What follows belongs to an exercise in optimizing a design on an open flow for small area, a short achievable clock period and few clock cycles per item; a production flow would make more cautious choices.
The RTL was checked by simulation tests, not by an equivalence proof against the original design.

==> flow/design.v (outline; a module is shown in full before it is edited, if it fits) <==
// module net_4_8_12_16_16_1_10: 824 lines
// module mulp: 14 lines
// module acc: 10 lines
// module padd16: 88 lines
// module padd16c: 90 lines
module net_4_8_12_16_16_1_10(clk, reset, input_valid, input_ready, input_data, output_valid, output_ready, output_data);
  // ...
==> flow/run.sh <==
#!/bin/bash
# synth_recipe.tcl (not shown) runs the flow's synth.tcl, then flattens the netlist and writes it again
# the make line also repeats each setting of config.mk as NAME=value (left out here)
make -C /OpenROAD-flow-scripts/flow DESIGN_CONFIG=/design/flow/config.mk WORK_HOME=/design/flow/orfs CLKGATE_MAP_FILE= SYNTH_SCRIPT=/design/flow/synth_recipe.tcl finish
==> flow/config.mk <==
export PLATFORM = sky130hd
export DESIGN_NAME = net_4_8_12_16_16_1_10
export DESIGN_NICKNAME = net_4_8_12_16_16_1_10
export VERILOG_FILES = /design/flow/design.v
export SDC_FILE = /design/flow/constraint.sdc
export NUM_CORES = 4
export LEC_CHECK = 0
export CAP_MARGIN = 20
export CORE_MARGIN = 2
export CORE_UTILIZATION = 65
export PLACE_DENSITY = 0.75
export SETUP_SLACK_MARGIN = 4.5
export SLEW_MARGIN = 20
==> flow/constraint.sdc <==
create_clock -name core_clock -period 8.0 [get_ports {clk}]
set_input_delay 1.6000 -clock core_clock [delete_from_list [all_inputs] [get_ports {clk}]]
set_output_delay 1.6000 -clock core_clock [all_outputs]
set_load 0.01 [all_outputs]
==> impl_metrics.tcl, run 1 <==
set metrics [dict create \
    synthMuxAreaShare_pct 2.80 \
    cts_sinks 1339 \
    wl_met3_um 20700 \
    synth_area_um2 93900 \
    yosysTopAreaCell "edfxtp_1" \
    tightest_slew_ns 1.09 \
    synth_area_leaders "edfxtp_1 (38%), ha_1 (8.7%), xnor2_1 (8.0%)" \
    path_clk_slew_ns 0.06 \
    setup_ws_ns 4.43 \
    seq_cells 1339 \
    n_all_inverters 327 \
    seqCellArea_um2 39000 \
    grtUsageTotal_pct 32.7 \
    largest_cell_class "multi-input combinational cells" \
    cap_violations 0 \
    clock_area_share_pct 4.83 \
    drt-wirelength-per-cell_um 22.5 \
    postLayoutCellArea_um2 107000 \
    taps 1903 \
    insertion_delay_ns 0.81 \
    outcome "timing/DRC/antenna clean" \
    multi_input_gates 6730 \
    min_path_cells 2 \
    hold_buffers 0 \
    grt_use_met2_pct 51.5 \
    path_cells "inv_2 > fa_2 > inv_2 > fa_2 > a211o_1 > a2111oi_4 > o21ai_2 > a2111oi_4 > o31ai_4 > mux2i_4 > buf_6 > nor2b_4 > a21oi_2" \
    cp_max_fo 6 \
]
Testbench counts, summed over its fixed seeds: cycles 15,664, items 960.
==> module acc, before the edit <==
module acc(f, a, ci, g);
    input  signed [15:0] f;
    input  signed [15:0] a;
    input                ci;
    output signed [15:0] g;
    wire   [15:0] sum;
    wire   [1:0]  cy;
    padd16c ad(.a(f), .b(a), .ci(ci), .s(sum), .c(cy));
    assign g = (cy[1] ^ cy[0]) ? {f[15], {15{~f[15]}}} : sum;
endmodule
==> inputs of run 2 (changes only) <==
--- a/flow/design.v
+++ b/flow/design.v
@@ -28,86 +28,110 @@
             if (in_v) in_v <= ~wr;
             else in_v <= input_valid;
         end
     end
     always_ff @(posedge clk)
         if (!in_v) in_r <= input_data;
     logic signed [15:0] x1_0;
     logic [5:0] c1_0;
-    logic signed [15:0] f1_0, g1_0;
+    logic signed [15:0] f1_0, g1_0;   
+    logic fo1_0, go1_0;   
     logic signed [15:0] x1_1;
     logic [5:0] c1_1;
-    logic signed [15:0] f1_1, g1_1;
+    logic signed [15:0] f1_1, g1_1;   
+    logic fo1_1, go1_1;   
     logic signed [15:0] x1_2;
     logic [5:0] c1_2;
-    logic signed [15:0] f1_2, g1_2;
+    logic signed [15:0] f1_2, g1_2;   
+    logic fo1_2, go1_2;   
     logic signed [15:0] x1_3;
     logic [5:0] c1_3;
-    logic signed [15:0] f1_3, g1_3;
+    logic signed [15:0] f1_3, g1_3;   
+    logic fo1_3, go1_3;   
     logic [14:0] x2_0;
     logic [5:0] c2_0;
-    logic signed [15:0] f2_0, g2_0;
+    logic signed [15:0] f2_0, g2_0;   
+    logic fo2_0, go2_0;   
     logic [14:0] x2_1;
     logic [5:0] c2_1;
-    logic signed [15:0] f2_1, g2_1;
+    logic signed [15:0] f2_1, g2_1;   
+    logic fo2_1, go2_1;   
     logic [14:0] x2_2;
     logic [5:0] c2_2;
-    logic signed [15:0] f2_2, g2_2;
+    logic signed [15:0] f2_2, g2_2;   
+    logic fo2_2, go2_2;   
     logic [14:0] x2_3;
     logic [5:0] c2_3;
-    logic signed [15:0] f2_3, g2_3;
+    logic signed [15:0] f2_3, g2_3;   
+    logic fo2_3, go2_3;   
     logic [14:0] x2_4;
     logic [5:0] c2_4;
-    logic signed [15:0] f2_4, g2_4;
+    logic signed [15:0] f2_4, g2_4;   
+    logic fo2_4, go2_4;   
     logic [14:0] x2_5;
     logic [5:0] c2_5;
-    logic signed [15:0] f2_5, g2_5;
+    logic signed [15:0] f2_5, g2_5;   
+    logic fo2_5, go2_5;   
     logic [14:0] x2_6;
     logic [5:0] c2_6;
-    logic signed [15:0] f2_6, g2_6;
+    logic signed [15:0] f2_6, g2_6;   
+    logic fo2_6, go2_6;   
     logic [14:0] x2_7;
     logic [5:0] c2_7;
-    logic signed [15:0] f2_7, g2_7;
+    logic signed [15:0] f2_7, g2_7;   
+    logic fo2_7, go2_7;   
     logic [14:0] x3_0;
     logic [5:0] c3_0;
-    logic signed [15:0] f3_0, g3_0;
+    logic signed [15:0] f3_0, g3_0;   
+    logic fo3_0, go3_0;   
     logic [14:0] x3_1;
     logic [5:0] c3_1;
-    logic signed [15:0] f3_1, g3_1;
+    logic signed [15:0] f3_1, g3_1;   
+    logic fo3_1, go3_1;   
     logic [14:0] x3_2;
     logic [5:0] c3_2;
-    logic signed [15:0] f3_2, g3_2;
+    logic signed [15:0] f3_2, g3_2;   
+    logic fo3_2, go3_2;   
     logic [14:0] x3_3;
     logic [5:0] c3_3;
-    logic signed [15:0] f3_3, g3_3;
+    logic signed [15:0] f3_3, g3_3;   
+    logic fo3_3, go3_3;   
     logic [14:0] x3_4;
     logic [5:0] c3_4;
-    logic signed [15:0] f3_4, g3_4;
+    logic signed [15:0] f3_4, g3_4;   
+    logic fo3_4, go3_4;   
     logic [14:0] x3_5;
     logic [5:0] c3_5;
-    logic signed [15:0] f3_5, g3_5;
+    logic signed [15:0] f3_5, g3_5;   
+    logic fo3_5, go3_5;   
     logic [14:0] x3_6;
     logic [5:0] c3_6;
-    logic signed [15:0] f3_6, g3_6;
+    logic signed [15:0] f3_6, g3_6;   
+    logic fo3_6, go3_6;   
     logic [14:0] x3_7;
     logic [5:0] c3_7;
-    logic signed [15:0] f3_7, g3_7;
+    logic signed [15:0] f3_7, g3_7;   
+    logic fo3_7, go3_7;   
     logic [14:0] x3_8;
     logic [5:0] c3_8;
-    logic signed [15:0] f3_8, g3_8;
+    logic signed [15:0] f3_8, g3_8;   
+    logic fo3_8, go3_8;   
     logic [14:0] x3_9;
     logic [5:0] c3_9;
-    logic signed [15:0] f3_9, g3_9;
+    logic signed [15:0] f3_9, g3_9;   
+    logic fo3_9, go3_9;   
     logic [14:0] x3_10;
     logic [5:0] c3_10;
-    logic signed [15:0] f3_10, g3_10;
+    logic signed [15:0] f3_10, g3_10;   
+    logic fo3_10, go3_10;   
     logic [14:0] x3_11;
     logic [5:0] c3_11;
-    logic signed [15:0] f3_11, g3_11;
+    logic signed [15:0] f3_11, g3_11;   
+    logic fo3_11, go3_11;   
     always_comb begin
         case (ph)
             4'd0: c1_0 = 6'b010101;
             4'd1: c1_0 = 6'b000001;
             4'd2: c1_0 = 6'b000000;
             4'd3: c1_0 = 6'b110110;
             4'd4: c1_0 = 6'b100001;
             4'd5: c1_0 = 6'b100001;
@@ -630,181 +654,182 @@
             default: c3_11 = 6'b000000;
         endcase
     end
     wire c3_11_v = (c3_11 == 6'b101001 && ((x3_11[14] | (x3_11[13] | (x3_11[12] & (x3_11[11] & (x3_11[10] | (x3_11[9] | (x3_11[8] & (x3_11[7] & (x3_11[6] | (x3_11[5] | (x3_11[4] & (x3_11[3] & (x3_11[2] | x3_11[1]))))))))))))))) || (c3_11 == 6'b101101 && ((x3_11[14] | (x3_11[13] & (x3_11[12] | (x3_11[11] & (x3_11[10] | (x3_11[9] & (x3_11[8] | (x3_11[7] & (x3_11[6] | (x3_11[5] & (x3_11[4] | (x3_11[3] & (x3_11[2] | (x3_11[1] & x3_11[0])))))))))))))))) || (c3_11 == 6'b001110 && (x3_11[14])) || (c3_11 == 6'b001101 && ((x3_11[14] | (x3_11[13] & (x3_11[12] | (x3_11[11] & (x3_11[10] | (x3_11[9] & (x3_11[8] | (x3_11[7] & (x3_11[6] | (x3_11[5] & (x3_11[4] | (x3_11[3] & (x3_11[2] | (x3_11[1] & x3_11[0])))))))))))))))) || (c3_11 == 6'b001000 && ((x3_11[14] | x3_11[13]))) || (c3_11 == 6'b010110 && ((x3_11[14] | (x3_11[13] | (x3_11[12] & (x3_11[11] | (x3_11[10] & (x3_11[9] | (x3_11[8] & (x3_11[7] | (x3_11[6] & (x3_11[5] | (x3_11[4] & (x3_11[3] | (x3_11[2] & x3_11[1]))))))))))))))) || (c3_11 == 6'b010101 && ((x3_11[14] | (x3_11[13] | (x3_11[12] & (x3_11[11] | (x3_11[10] | (x3_11[9] & (x3_11[8] | (x3_11[7] | (x3_11[6] & (x3_11[5] | (x3_11[4] | (x3_11[3] & (x3_11[2] | x3_11[1])))))))))))))));
     always_ff @(posedge clk) if (wr && wcnt == 3'd0) x1_0 <= in_r;
     always_ff @(posedge clk) if (wr && wcnt == 3'd1) x1_1 <= in_r;
     always_ff @(posedge clk) if (wr && wcnt == 3'd2) x1_2 <= in_r;
     always_ff @(posedge clk) if (wr && wcnt == 3'd3) x1_3 <= in_r;
-    always_ff @(posedge clk) if (en && ph == 4'd5) x2_0 <= f1_3[15] ? 15'd0 : f1_3[14:0];
-    always_ff @(posedge clk) if (en && ph == 4'd6) x2_1 <= f1_3[15] ? 15'd0 : f1_3[14:0];
-    always_ff @(posedge clk) if (en && ph == 4'd7) x2_2 <= f1_3[15] ? 15'd0 : f1_3[14:0];
-    always_ff @(posedge clk) if (en && ph == 4'd8) x2_3 <= f1_3[15] ? 15'd0 : f1_3[14:0];
-    always_ff @(posedge clk) if (en && ph == 4'd9) x2_4 <= f1_3[15] ? 15'd0 : f1_3[14:0];
-    always_ff @(posedge clk) if (en && ph == 4'd10) x2_5 <= f1_3[15] ? 15'd0 : f1_3[14:0];
-    always_ff @(posedge clk) if (en && ph == 4'd11) x2_6 <= f1_3[15] ? 15'd0 : f1_3[14:0];
-    always_ff @(posedge clk) if (en && ph == 4'd12) x2_7 <= f1_3[15] ? 15'd0 : f1_3[14:0];
-    always_ff @(posedge clk) if (en && ph == 4'd15) x3_0 <= f2_7[15] ? 15'd0 : f2_7[14:0];
-    always_ff @(posedge clk) if (en && ph == 4'd0) x3_1 <= f2_7[15] ? 15'd0 : f2_7[14:0];
-    always_ff @(posedge clk) if (en && ph == 4'd1) x3_2 <= f2_7[15] ? 15'd0 : f2_7[14:0];
-    always_ff @(posedge clk) if (en && ph == 4'd2) x3_3 <= f2_7[15] ? 15'd0 : f2_7[14:0];
-    always_ff @(posedge clk) if (en && ph == 4'd3) x3_4 <= f2_7[15] ? 15'd0 : f2_7[14:0];
-    always_ff @(posedge clk) if (en && ph == 4'd4) x3_5 <= f2_7[15] ? 15'd0 : f2_7[14:0];
-    always_ff @(posedge clk) if (en && ph == 4'd5) x3_6 <= f2_7[15] ? 15'd0 : f2_7[14:0];
-    always_ff @(posedge clk) if (en && ph == 4'd6) x3_7 <= f2_7[15] ? 15'd0 : f2_7[14:0];
-    always_ff @(posedge clk) if (en && ph == 4'd7) x3_8 <= f2_7[15] ? 15'd0 : f2_7[14:0];
-    always_ff @(posedge clk) if (en && ph == 4'd8) x3_9 <= f2_7[15] ? 15'd0 : f2_7[14:0];
-    always_ff @(posedge clk) if (en && ph == 4'd9) x3_10 <= f2_7[15] ? 15'd0 : f2_7[14:0];
-    always_ff @(posedge clk) if (en && ph == 4'd10) x3_11 <= f2_7[15] ? 15'd0 : f2_7[14:0];
+    always_ff @(posedge clk) if (en && ph == 4'd5) x2_0 <= f1_3[15] ? {15{fo1_3}} : (f1_3[14:0] & {15{~fo1_3}});
+    always_ff @(posedge clk) if (en && ph == 4'd6) x2_1 <= f1_3[15] ? {15{fo1_3}} : (f1_3[14:0] & {15{~fo1_3}});
+    always_ff @(posedge clk) if (en && ph == 4'd7) x2_2 <= f1_3[15] ? {15{fo1_3}} : (f1_3[14:0] & {15{~fo1_3}});
+    always_ff @(posedge clk) if (en && ph == 4'd8) x2_3 <= f1_3[15] ? {15{fo1_3}} : (f1_3[14:0] & {15{~fo1_3}});
+    always_ff @(posedge clk) if (en && ph == 4'd9) x2_4 <= f1_3[15] ? {15{fo1_3}} : (f1_3[14:0] & {15{~fo1_3}});
+    always_ff @(posedge clk) if (en && ph == 4'd10) x2_5 <= f1_3[15] ? {15{fo1_3}} : (f1_3[14:0] & {15{~fo1_3}});
+    always_ff @(posedge clk) if (en && ph == 4'd11) x2_6 <= f1_3[15] ? {15{fo1_3}} : (f1_3[14:0] & {15{~fo1_3}});
+    always_ff @(posedge clk) if (en && ph == 4'd12) x2_7 <= f1_3[15] ? {15{fo1_3}} : (f1_3[14:0] & {15{~fo1_3}});
+    always_ff @(posedge clk) if (en && ph == 4'd15) x3_0 <= f2_7[15] ? {15{fo2_7}} : (f2_7[14:0] & {15{~fo2_7}});
+    always_ff @(posedge clk) if (en && ph == 4'd0) x3_1 <= f2_7[15] ? {15{fo2_7}} : (f2_7[14:0] & {15{~fo2_7}});
+    always_ff @(posedge clk) if (en && ph == 4'd1) x3_2 <= f2_7[15] ? {15{fo2_7}} : (f2_7[14:0] & {15{~fo2_7}});
+    always_ff @(posedge clk) if (en && ph == 4'd2) x3_3 <= f2_7[15] ? {15{fo2_7}} : (f2_7[14:0] & {15{~fo2_7}});
+    always_ff @(posedge clk) if (en && ph == 4'd3) x3_4 <= f2_7[15] ? {15{fo2_7}} : (f2_7[14:0] & {15{~fo2_7}});
+    always_ff @(posedge clk) if (en && ph == 4'd4) x3_5 <= f2_7[15] ? {15{fo2_7}} : (f2_7[14:0] & {15{~fo2_7}});
+    always_ff @(posedge clk) if (en && ph == 4'd5) x3_6 <= f2_7[15] ? {15{fo2_7}} : (f2_7[14:0] & {15{~fo2_7}});
+    always_ff @(posedge clk) if (en && ph == 4'd6) x3_7 <= f2_7[15] ? {15{fo2_7}} : (f2_7[14:0] & {15{~fo2_7}});
+    always_ff @(posedge clk) if (en && ph == 4'd7) x3_8 <= f2_7[15] ? {15{fo2_7}} : (f2_7[14:0] & {15{~fo2_7}});
+    always_ff @(posedge clk) if (en && ph == 4'd8) x3_9 <= f2_7[15] ? {15{fo2_7}} : (f2_7[14:0] & {15{~fo2_7}});
+    always_ff @(posedge clk) if (en && ph == 4'd9) x3_10 <= f2_7[15] ? {15{fo2_7}} : (f2_7[14:0] & {15{~fo2_7}});
+    always_ff @(posedge clk) if (en && ph == 4'd10) x3_11 <= f2_7[15] ? {15{fo2_7}} : (f2_7[14:0] & {15{~fo2_7}});
     wire [16:0] pn1_0;
     logic [16:0] pr1_0;
     mulp u1_0(.xe({{2{x1_0[15]}}, x1_0}), .c(c1_0), .ovf(c1_0_v), .ps(c1_0[5] ^ x1_0[15]), .p(pn1_0));
     always_ff @(posedge clk) if (en) pr1_0 <= pn1_0;
-    acc a1_0(.f(16'sd0), .a(pr1_0[15:0]), .ci(pr1_0[16]), .g(g1_0));
-    always_ff @(posedge clk) if (en) f1_0 <= g1_0;
+    acc a1_0(.f(16'sd0), .fo(1'b0), .a(pr1_0[15:0]), .ci(pr1_0[16]), .g(g1_0), .go(go1_0));
+    always_ff @(posedge clk) if (en) begin f1_0 <= g1_0; fo1_0 <= go1_0; end
     wire [16:0] pn1_1;
     logic [16:0] pr1_1;
     mulp u1_1(.xe({{2{x1_1[15]}}, x1_1}), .c(c1_1), .ovf(c1_1_v), .ps(c1_1[5] ^ x1_1[15]), .p(pn1_1));
     always_ff @(posedge clk) if (en) pr1_1 <= pn1_1;
-    acc a1_1(.f(f1_0), .a(pr1_1[15:0]), .ci(pr1_1[16]), .g(g1_1));
-    always_ff @(posedge clk) if (en) f1_1 <= g1_1;
+    acc a1_1(.f(f1_0), .fo(fo1_0), .a(pr1_1[15:0]), .ci(pr1_1[16]), .g(g1_1), .go(go1_1));
+    always_ff @(posedge clk) if (en) begin f1_1 <= g1_1; fo1_1 <= go1_1; end
     wire [16:0] pn1_2;
     logic [16:0] pr1_2;
     mulp u1_2(.xe({{2{x1_2[15]}}, x1_2}), .c(c1_2), .ovf(c1_2_v), .ps(c1_2[5] ^ x1_2[15]), .p(pn1_2));
     always_ff @(posedge clk) if (en) pr1_2 <= pn1_2;
-    acc a1_2(.f(f1_1), .a(pr1_2[15:0]), .ci(pr1_2[16]), .g(g1_2));
-    always_ff @(posedge clk) if (en) f1_2 <= g1_2;
+    acc a1_2(.f(f1_1), .fo(fo1_1), .a(pr1_2[15:0]), .ci(pr1_2[16]), .g(g1_2), .go(go1_2));
+    always_ff @(posedge clk) if (en) begin f1_2 <= g1_2; fo1_2 <= go1_2; end
     wire [16:0] pn1_3;
     logic [16:0] pr1_3;
     mulp u1_3(.xe({{2{x1_3[15]}}, x1_3}), .c(c1_3), .ovf(c1_3_v), .ps(c1_3[5] ^ x1_3[15]), .p(pn1_3));
     always_ff @(posedge clk) if (en) pr1_3 <= pn1_3;
-    acc a1_3(.f(f1_2), .a(pr1_3[15:0]), .ci(pr1_3[16]), .g(g1_3));
-    always_ff @(posedge clk) if (en) f1_3 <= g1_3;
+    acc a1_3(.f(f1_2), .fo(fo1_2), .a(pr1_3[15:0]), .ci(pr1_3[16]), .g(g1_3), .go(go1_3));
+    always_ff @(posedge clk) if (en) begin f1_3 <= g1_3; fo1_3 <= go1_3; end
     wire [16:0] pn2_0;
     logic [16:0] pr2_0;
     mulp u2_0(.xe({3'b000, x2_0}), .c(c2_0), .ovf(c2_0_v), .ps(c2_0[5]), .p(pn2_0));
     always_ff @(posedge clk) if (en) pr2_0 <= pn2_0;
-    acc a2_0(.f(16'sd0), .a(pr2_0[15:0]), .ci(pr2_0[16]), .g(g2_0));
-    always_ff @(posedge clk) if (en) f2_0 <= g2_0;
+    acc a2_0(.f(16'sd0), .fo(1'b0), .a(pr2_0[15:0]), .ci(pr2_0[16]), .g(g2_0), .go(go2_0));
+    always_ff @(posedge clk) if (en) begin f2_0 <= g2_0; fo2_0 <= go2_0; end
     wire [16:0] pn2_1;
     logic [16:0] pr2_1;
     mulp u2_1(.xe({3'b000, x2_1}), .c(c2_1), .ovf(c2_1_v), .ps(c2_1[5]), .p(pn2_1));
     always_ff @(posedge clk) if (en) pr2_1 <= pn2_1;
-    acc a2_1(.f(f2_0), .a(pr2_1[15:0]), .ci(pr2_1[16]), .g(g2_1));
-    always_ff @(posedge clk) if (en) f2_1 <= g2_1;
+    acc a2_1(.f(f2_0), .fo(fo2_0), .a(pr2_1[15:0]), .ci(pr2_1[16]), .g(g2_1), .go(go2_1));
+    always_ff @(posedge clk) if (en) begin f2_1 <= g2_1; fo2_1 <= go2_1; end
     wire [16:0] pn2_2;
     logic [16:0] pr2_2;
     mulp u2_2(.xe({3'b000, x2_2}), .c(c2_2), .ovf(c2_2_v), .ps(c2_2[5]), .p(pn2_2));
     always_ff @(posedge clk) if (en) pr2_2 <= pn2_2;
-    acc a2_2(.f(f2_1), .a(pr2_2[15:0]), .ci(pr2_2[16]), .g(g2_2));
-    always_ff @(posedge clk) if (en) f2_2 <= g2_2;
+    acc a2_2(.f(f2_1), .fo(fo2_1), .a(pr2_2[15:0]), .ci(pr2_2[16]), .g(g2_2), .go(go2_2));
+    always_ff @(posedge clk) if (en) begin f2_2 <= g2_2; fo2_2 <= go2_2; end
     wire [16:0] pn2_3;
     logic [16:0] pr2_3;
     mulp u2_3(.xe({3'b000, x2_3}), .c(c2_3), .ovf(c2_3_v), .ps(c2_3[5]), .p(pn2_3));
     always_ff @(posedge clk) if (en) pr2_3 <= pn2_3;
-    acc a2_3(.f(f2_2), .a(pr2_3[15:0]), .ci(pr2_3[16]), .g(g2_3));
-    always_ff @(posedge clk) if (en) f2_3 <= g2_3;
+    acc a2_3(.f(f2_2), .fo(fo2_2), .a(pr2_3[15:0]), .ci(pr2_3[16]), .g(g2_3), .go(go2_3));
+    always_ff @(posedge clk) if (en) begin f2_3 <= g2_3; fo2_3 <= go2_3; end
     wire [16:0] pn2_4;
     logic [16:0] pr2_4;
     mulp u2_4(.xe({3'b000, x2_4}), .c(c2_4), .ovf(c2_4_v), .ps(c2_4[5]), .p(pn2_4));
     always_ff @(posedge clk) if (en) pr2_4 <= pn2_4;
-    acc a2_4(.f(f2_3), .a(pr2_4[15:0]), .ci(pr2_4[16]), .g(g2_4));
-    always_ff @(posedge clk) if (en) f2_4 <= g2_4;
+    acc a2_4(.f(f2_3), .fo(fo2_3), .a(pr2_4[15:0]), .ci(pr2_4[16]), .g(g2_4), .go(go2_4));
+    always_ff @(posedge clk) if (en) begin f2_4 <= g2_4; fo2_4 <= go2_4; end
     wire [16:0] pn2_5;
     logic [16:0] pr2_5;
     mulp u2_5(.xe({3'b000, x2_5}), .c(c2_5), .ovf(c2_5_v), .ps(c2_5[5]), .p(pn2_5));
     always_ff @(posedge clk) if (en) pr2_5 <= pn2_5;
-    acc a2_5(.f(f2_4), .a(pr2_5[15:0]), .ci(pr2_5[16]), .g(g2_5));
-    always_ff @(posedge clk) if (en) f2_5 <= g2_5;
+    acc a2_5(.f(f2_4), .fo(fo2_4), .a(pr2_5[15:0]), .ci(pr2_5[16]), .g(g2_5), .go(go2_5));
+    always_ff @(posedge clk) if (en) begin f2_5 <= g2_5; fo2_5 <= go2_5; end
     wire [16:0] pn2_6;
     logic [16:0] pr2_6;
     mulp u2_6(.xe({3'b000, x2_6}), .c(c2_6), .ovf(c2_6_v), .ps(c2_6[5]), .p(pn2_6));
     always_ff @(posedge clk) if (en) pr2_6 <= pn2_6;
-    acc a2_6(.f(f2_5), .a(pr2_6[15:0]), .ci(pr2_6[16]), .g(g2_6));
-    always_ff @(posedge clk) if (en) f2_6 <= g2_6;
+    acc a2_6(.f(f2_5), .fo(fo2_5), .a(pr2_6[15:0]), .ci(pr2_6[16]), .g(g2_6), .go(go2_6));
+    always_ff @(posedge clk) if (en) begin f2_6 <= g2_6; fo2_6 <= go2_6; end
     wire [16:0] pn2_7;
     logic [16:0] pr2_7;
     mulp u2_7(.xe({3'b000, x2_7}), .c(c2_7), .ovf(c2_7_v), .ps(c2_7[5]), .p(pn2_7));
     always_ff @(posedge clk) if (en) pr2_7 <= pn2_7;
-    acc a2_7(.f(f2_6), .a(pr2_7[15:0]), .ci(pr2_7[16]), .g(g2_7));
-    always_ff @(posedge clk) if (en) f2_7 <= g2_7;
+    acc a2_7(.f(f2_6), .fo(fo2_6), .a(pr2_7[15:0]), .ci(pr2_7[16]), .g(g2_7), .go(go2_7));
+    always_ff @(posedge clk) if (en) begin f2_7 <= g2_7; fo2_7 <= go2_7; end
     wire [16:0] pn3_0;
     logic [16:0] pr3_0;
     mulp u3_0(.xe({3'b000, x3_0}), .c(c3_0), .ovf(c3_0_v), .ps(c3_0[5]), .p(pn3_0));
     always_ff @(posedge clk) if (en) pr3_0 <= pn3_0;
-    acc a3_0(.f(16'sd0), .a(pr3_0[15:0]), .ci(pr3_0[16]), .g(g3_0));
-    always_ff @(posedge clk) if (en) f3_0 <= g3_0;
+    acc a3_0(.f(16'sd0), .fo(1'b0), .a(pr3_0[15:0]), .ci(pr3_0[16]), .g(g3_0), .go(go3_0));
+    always_ff @(posedge clk) if (en) begin f3_0 <= g3_0; fo3_0 <= go3_0; end
     wire [16:0] pn3_1;
     logic [16:0] pr3_1;
     mulp u3_1(.xe({3'b000, x3_1}), .c(c3_1), .ovf(c3_1_v), .ps(c3_1[5]), .p(pn3_1));
     always_ff @(posedge clk) if (en) pr3_1 <= pn3_1;
-    acc a3_1(.f(f3_0), .a(pr3_1[15:0]), .ci(pr3_1[16]), .g(g3_1));
-    always_ff @(posedge clk) if (en) f3_1 <= g3_1;
+    acc a3_1(.f(f3_0), .fo(fo3_0), .a(pr3_1[15:0]), .ci(pr3_1[16]), .g(g3_1), .go(go3_1));
+    always_ff @(posedge clk) if (en) begin f3_1 <= g3_1; fo3_1 <= go3_1; end
     wire [16:0] pn3_2;
     logic [16:0] pr3_2;
     mulp u3_2(.xe({3'b000, x3_2}), .c(c3_2), .ovf(c3_2_v), .ps(c3_2[5]), .p(pn3_2));
     always_ff @(posedge clk) if (en) pr3_2 <= pn3_2;
-    acc a3_2(.f(f3_1), .a(pr3_2[15:0]), .ci(pr3_2[16]), .g(g3_2));
-    always_ff @(posedge clk) if (en) f3_2 <= g3_2;
+    acc a3_2(.f(f3_1), .fo(fo3_1), .a(pr3_2[15:0]), .ci(pr3_2[16]), .g(g3_2), .go(go3_2));
+    always_ff @(posedge clk) if (en) begin f3_2 <= g3_2; fo3_2 <= go3_2; end
     wire [16:0] pn3_3;
     logic [16:0] pr3_3;
     mulp u3_3(.xe({3'b000, x3_3}), .c(c3_3), .ovf(c3_3_v), .ps(c3_3[5]), .p(pn3_3));
     always_ff @(posedge clk) if (en) pr3_3 <= pn3_3;
-    acc a3_3(.f(f3_2), .a(pr3_3[15:0]), .ci(pr3_3[16]), .g(g3_3));
-    always_ff @(posedge clk) if (en) f3_3 <= g3_3;
+    acc a3_3(.f(f3_2), .fo(fo3_2), .a(pr3_3[15:0]), .ci(pr3_3[16]), .g(g3_3), .go(go3_3));
+    always_ff @(posedge clk) if (en) begin f3_3 <= g3_3; fo3_3 <= go3_3; end
     wire [16:0] pn3_4;
     logic [16:0] pr3_4;
     mulp u3_4(.xe({3'b000, x3_4}), .c(c3_4), .ovf(c3_4_v), .ps(c3_4[5]), .p(pn3_4));
     always_ff @(posedge clk) if (en) pr3_4 <= pn3_4;
-    acc a3_4(.f(f3_3), .a(pr3_4[15:0]), .ci(pr3_4[16]), .g(g3_4));
-    always_ff @(posedge clk) if (en) f3_4 <= g3_4;
+    acc a3_4(.f(f3_3), .fo(fo3_3), .a(pr3_4[15:0]), .ci(pr3_4[16]), .g(g3_4), .go(go3_4));
+    always_ff @(posedge clk) if (en) begin f3_4 <= g3_4; fo3_4 <= go3_4; end
     wire [16:0] pn3_5;
     logic [16:0] pr3_5;
     mulp u3_5(.xe({3'b000, x3_5}), .c(c3_5), .ovf(c3_5_v), .ps(c3_5[5]), .p(pn3_5));
     always_ff @(posedge clk) if (en) pr3_5 <= pn3_5;
-    acc a3_5(.f(f3_4), .a(pr3_5[15:0]), .ci(pr3_5[16]), .g(g3_5));
-    always_ff @(posedge clk) if (en) f3_5 <= g3_5;
+    acc a3_5(.f(f3_4), .fo(fo3_4), .a(pr3_5[15:0]), .ci(pr3_5[16]), .g(g3_5), .go(go3_5));
+    always_ff @(posedge clk) if (en) begin f3_5 <= g3_5; fo3_5 <= go3_5; end
     wire [16:0] pn3_6;
     logic [16:0] pr3_6;
     mulp u3_6(.xe({3'b000, x3_6}), .c(c3_6), .ovf(c3_6_v), .ps(c3_6[5]), .p(pn3_6));
     always_ff @(posedge clk) if (en) pr3_6 <= pn3_6;
-    acc a3_6(.f(f3_5), .a(pr3_6[15:0]), .ci(pr3_6[16]), .g(g3_6));
-    always_ff @(posedge clk) if (en) f3_6 <= g3_6;
+    acc a3_6(.f(f3_5), .fo(fo3_5), .a(pr3_6[15:0]), .ci(pr3_6[16]), .g(g3_6), .go(go3_6));
+    always_ff @(posedge clk) if (en) begin f3_6 <= g3_6; fo3_6 <= go3_6; end
     wire [16:0] pn3_7;
     logic [16:0] pr3_7;
     mulp u3_7(.xe({3'b000, x3_7}), .c(c3_7), .ovf(c3_7_v), .ps(c3_7[5]), .p(pn3_7));
     always_ff @(posedge clk) if (en) pr3_7 <= pn3_7;
-    acc a3_7(.f(f3_6), .a(pr3_7[15:0]), .ci(pr3_7[16]), .g(g3_7));
-    always_ff @(posedge clk) if (en) f3_7 <= g3_7;
+    acc a3_7(.f(f3_6), .fo(fo3_6), .a(pr3_7[15:0]), .ci(pr3_7[16]), .g(g3_7), .go(go3_7));
+    always_ff @(posedge clk) if (en) begin f3_7 <= g3_7; fo3_7 <= go3_7; end
     wire [16:0] pn3_8;
     logic [16:0] pr3_8;
     mulp u3_8(.xe({3'b000, x3_8}), .c(c3_8), .ovf(c3_8_v), .ps(c3_8[5]), .p(pn3_8));
     always_ff @(posedge clk) if (en) pr3_8 <= pn3_8;
-    acc a3_8(.f(f3_7), .a(pr3_8[15:0]), .ci(pr3_8[16]), .g(g3_8));
-    always_ff @(posedge clk) if (en) f3_8 <= g3_8;
+    acc a3_8(.f(f3_7), .fo(fo3_7), .a(pr3_8[15:0]), .ci(pr3_8[16]), .g(g3_8), .go(go3_8));
+    always_ff @(posedge clk) if (en) begin f3_8 <= g3_8; fo3_8 <= go3_8; end
     wire [16:0] pn3_9;
     logic [16:0] pr3_9;
     mulp u3_9(.xe({3'b000, x3_9}), .c(c3_9), .ovf(c3_9_v), .ps(c3_9[5]), .p(pn3_9));
     always_ff @(posedge clk) if (en) pr3_9 <= pn3_9;
-    acc a3_9(.f(f3_8), .a(pr3_9[15:0]), .ci(pr3_9[16]), .g(g3_9));
-    always_ff @(posedge clk) if (en) f3_9 <= g3_9;
+    acc a3_9(.f(f3_8), .fo(fo3_8), .a(pr3_9[15:0]), .ci(pr3_9[16]), .g(g3_9), .go(go3_9));
+    always_ff @(posedge clk) if (en) begin f3_9 <= g3_9; fo3_9 <= go3_9; end
     wire [16:0] pn3_10;
     logic [16:0] pr3_10;
     mulp u3_10(.xe({3'b000, x3_10}), .c(c3_10), .ovf(c3_10_v), .ps(c3_10[5]), .p(pn3_10));
     always_ff @(posedge clk) if (en) pr3_10 <= pn3_10;
-    acc a3_10(.f(f3_9), .a(pr3_10[15:0]), .ci(pr3_10[16]), .g(g3_10));
-    always_ff @(posedge clk) if (en) f3_10 <= g3_10;
+    acc a3_10(.f(f3_9), .fo(fo3_9), .a(pr3_10[15:0]), .ci(pr3_10[16]), .g(g3_10), .go(go3_10));
+    always_ff @(posedge clk) if (en) begin f3_10 <= g3_10; fo3_10 <= go3_10; end
     wire [16:0] pn3_11;
     logic [16:0] pr3_11;
     mulp u3_11(.xe({3'b000, x3_11}), .c(c3_11), .ovf(c3_11_v), .ps(c3_11[5]), .p(pn3_11));
     always_ff @(posedge clk) if (en) pr3_11 <= pn3_11;
-    acc a3_11(.f(f3_10), .a(pr3_11[15:0]), .ci(pr3_11[16]), .g(g3_11));
-    wire [14:0] yr = g3_11[15] ? 15'd0 : g3_11[14:0];
-    wire push = en && (ph >= 4'd12 ? fvs[1] : fvs[2]);
+    acc a3_11(.f(f3_10), .fo(fo3_10), .a(pr3_11[15:0]), .ci(pr3_11[16]), .g(g3_11), .go(go3_11));
+    always_ff @(posedge clk) if (en) begin f3_11 <= g3_11; fo3_11 <= go3_11; end
+    wire [14:0] yr = f3_11[15] ? {15{fo3_11}} : (f3_11[14:0] & {15{~fo3_11}});
+    wire push = en && (ph >= 4'd13 ? fvs[1] : fvs[2]);
     wire pop = v0 && output_ready;
     always_ff @(posedge clk) begin
         if (reset) begin
             v0 <= 1'b0;
             v1 <= 1'b0;
         end else begin
             if (!v0) v0 <= push;
             else if (!v1) begin
@@ -831,25 +856,29 @@
     wire        s = c[5];
     wire        n0 = c[5] ^ c[2];
     wire [15:0] t1 = c[4] ? {xe[12:0], 3'b000} : c[3] ? {xe[13:0], 2'b00} : 16'd0;
     wire [15:0] t0 = c[1] ? {xe[14:0], 1'b0} : c[0] ? xe[15:0] : 16'd0;
     wire [15:0] m;
     padd16 ad(.a(t1 ^ {16{s}}), .b(t0 ^ {16{n0}}), .ci(s), .s(m));
     assign p = ovf ? {1'b0, ps, {15{~ps}}} : {n0, m};
 endmodule
-module acc(f, a, ci, g);
-    input  signed [15:0] f;
+module acc(f, fo, a, ci, g, go);
+    input  signed [15:0] f;       
+    input                fo;      
     input  signed [15:0] a;
     input                ci;
-    output signed [15:0] g;
+    output signed [15:0] g;       
+    output               go;
+    wire   [15:0] fc = fo ? {~f[15], {15{f[15]}}} : f;
     wire   [15:0] sum;
     wire   [1:0]  cy;
-    padd16c ad(.a(f), .b(a), .ci(ci), .s(sum), .c(cy));
-    assign g = (cy[1] ^ cy[0]) ? {f[15], {15{~f[15]}}} : sum;
+    padd16c ad(.a(fc), .b(a), .ci(ci), .s(sum), .c(cy));
+    assign g = sum;
+    assign go = cy[1] ^ cy[0];
 endmodule
 module padd16(a, b, ci, s);
     input  [15:0] a, b;
     input            ci;
     output [15:0] s;
     wire   [15:0] p = a ^ b;
     wire   [15:0] g0 = a & b;
     wire gc0 = g0[0] | (p[0] & ci);
==> run 2 against run 1 <==
Effect of this change: die area about the same; utilization decreased by 1.7 points; sequential share of layout area increased by 1.9 points; sequential cell count increased by 40; critical endpoint is now f3_5[14]$_DFFE_PN_.
==> impl_metrics.tcl, run 2 <==
set metrics [dict create \
    die_area_um2 147000 \
    numCtsBuffers 150 \
    setup_ws_ns 4.49 \
    io_pins 38 \
    rsz0062_at_grt "true" \
    stdcell_count 11200 \
    start_util_pct 65.4 \
    grtUsageTotal_pct 31.2 \
    wl_met2_um 115000 \
    clockBufferDepth 3 \
    setup_viol 0 \
    finalCoreUtilization_pct 73.0 \
    min_path_cells 2 \
    outcome "timing/DRC/antenna clean" \
    synth_commonest_cells "edfxtp_1 (1226), xnor2_1 (886), o21ai_0 (759)" \
    grt_pass1_wl_um 365000 \
    finalMaxSlewViolations 0 \
    globalRouteOverflowTotal 0 \
    syn_inst 9168 \
    cp_max_fo 3 \
    nets 9976 \
    htree_levels 4 \
    ant_nets 0 \
    gp_congestion 0.955 \
    min_path_type "flop to flop" \
    wl_met3_um 16600 \
    highest_layer "met5" \
    firstDrtPassIters 9 \
    cts_sinks 1379 \
    crit_arrival_ns 4.03 \
    final_common_cell "edfxtp_1" \
    yosys_register_bits 1379 \
    path_clk_slew_ns 0.06 \
    ys_warn_count 1 \
    die_h_um 384 \
    dp.cells 10600 \
    grt_start_max_net_pins 185 \
    ys_types 88 \
    nFillCells 9926 \
    synth_area_um2 93800 \
    yosysTopAreaCell "edfxtp_1" \
    postSynthAreaPerCell_um2 10.2 \
    grt_pass1_vias 67300 \
    synth_nets 9993 \
    skew_ns 0.0298 \
    seq_area_frac_synth_pct 42.5 \
    insertion_delay_ns 0.79 \
    drive_above_1_share_pct 12.2 \
    synth_area_leaders "edfxtp_1 (39%), ha_1 (8.7%), xnor2_1 (8.3%)" \
    tightest_slew_ns 1.19 \
    cap_violations 0 \
    min_period_ns 3.51 \
    drc 0 \
    vias_per_cell 6.30 \
    vias 70500 \
    fmax_mhz 285 \
    synthMostInstantiatedCell "edfxtp_1" \
    synthArstFlopShare_pct 0 \
    max-slew-margin-rel_pct 20.5 \
    cp.required_ns 8.52 \
    root_buffer "clkbuf_16" \
    port_buffers 36 \
    startpoint_type "flop" \
    cts_tree "done" \
    synth_top_cell_area_share_pct 39.3 \
    fin_crit_sh_pct 43.9 \
    finalWirelength_um 237000 \
    drt-wirelength-per-cell_um 21.2 \
    worst-setup-path-type "flop to flop" \
    drt-met1-wl_um 95800 \
    pre_cts_ws_ns 2.85 \
    rows 139 \
    reg2regPathDepth 15 \
    synth-edff-count 1226 \
    end_kind "flop" \
    ys.flop_type "edfxtp_1" \
    drt_iter0_markers 6887 \
    core_area_um2 143000 \
    syn_to_final_growth_pct 11.7 \
    antenna_found_initial 11 \
    hpwlAfterDp_um 165000 \
    fp.dieW_um 384 \
    most-common-layout-cells "edfxtp_1 (1226), xnor2_1 (870), o21ai_0 (683), ha_1 (643), a22oi_1 (599)" \
    hold_viol_final 0 \
]
run 2: cell count changes in the layout (fill, tap and decap cells not counted), moves of 23 or more:
cell and change:
o21ai_1 -23, buf_4 -99, nor2_1 +76, buf_6 -26, edfxtp_1 +40, xnor2_1 +31
a21oi_1 -33, o21a_1 -38, nand2b_1 -41, xor2_1 +36, inv_1 +217, o21ai_0 +258
mux2i_1 -168
run 2: cells by family after synthesis:
logic type / synth area share, %
mux: 0.958
fa+ha+maj: 12.0
other cells: 0.00400
xor+xnor: 11.8
buf+inv: 4.60
flops: 42.5
simple gates: 9.09
compound gates: 19.0
run 2: layout make-up:
class                   count  area (um^2)  area share [%]
repair inverters            1         7.51         0.00716
inverters                 528         2000            1.91
clock buffers             179         3950            3.77
multi-input cells        6652        51400            49.0
repair buffers            439         4040            3.86
clock inverters           101          972           0.928
diodes                      3         7.51         0.00716
flip-flops and latches   1379        40100            38.3
well taps                1903         2380            2.27
run 2: final timing paths:
check | from | to | slack [ns]
max | fo3_4$_DFFE_PN_ | f3_5[14]$_DFFE_PN_ | 4.49
min | fvs[0]$_SDFFE_PP0P_ | fvs[0]$_SDFFE_PP0P_ | 0.50
max reg2reg | fo3_4$_DFFE_PN_ | f3_5[14]$_DFFE_PN_ | 4.49
min reg2reg | fvs[0]$_SDFFE_PP0P_ | fvs[0]$_SDFFE_PP0P_ | 0.50
run 2: critical path, cell delays in order, from the launching register on:
cell and delay [ns]:
edfxtp_1 0.42, mux2i_2 0.28, fa_2 0.26, inv_2 0.04
fa_2 0.38, a21o_1 0.21, a21o_4 0.23, a2111oi_4 0.40
o311ai_2 0.14, a31oi_2 0.30, buf_4 0.17, buf_6 0.09
buf_6 0.08, buf_6 0.09, nand2b_4 0.11, a21oi_2 0.05
run 2: what timing repair did:
| action | CTS | global route |
|---|---|---|
| gates cloned | 3 | 8 |
| setup buffers | 145 | 115 |
| resized for setup | 312 | 332 |
| pin swaps | 37 | 113 |
| hold buffers | 0 | 0 |
| endpoints found under the setup margin | 475 | 403 |
run 2: metrics by stage:
| stage | hold slack, ns | TNS, ns | cell area [um^2] |
|---|---|---|---|
| after floorplan | 0.459 | -5867.64 | 93800 |
| after detailed placement | 0.488 | 0 | 95400 |
| final | 0.496 | 0 | 105000 |
| after CTS | 0.497 | 0 | 102000 |
| after global placement | 0.478 | 0 | 95400 |
| after global routing | 0.531 | 0 | 105000 |
run 2: layer usage:
layer / GRT usage, % / vias to the layer above
met4: 12.8 / 8
li1: - / 33300
met1: 40.3 / 34000
met5: 0 / -
met2: 52.5 / 2644
met3: 4.67 / 574
Testbench counts of run 2, summed over its fixed seeds: cycles 15,672, items 960.

[what the ideal ports hide]
The flow's constraints put no driver on any port. The routed layouts listed below were extracted and timed again, unchanged, in two steps. Step 1 sets driving cells, clkbuf_16 on the clock port and buf_2 on the other inputs (assumed; they add their load-dependent delay and slew). Step 2 adds t to the input delays and takes it off the output delays; t is the mean of the earliest and latest rising clock arrival at the registers after step 1. Input paths then give back, and output paths get back, about the clock's delay inside the block. Slacks: ideal ports / drivers / drivers and shift; pairs: ideal ports / drivers.
run | shift t [ns] | setup slack, ns | pins driven straight from the clock port
run 1 | 0.881 | 4.429 / 4.429 / 3.639 | 1
run 2 | 0.862 | 4.486 / 4.464 / 3.724 | 1
After both steps setup and hold are still met in every run listed. For run 1, which loses most, drivers alone change the setup slack by 0.000 ns; drivers and shift together by -0.790 ns.
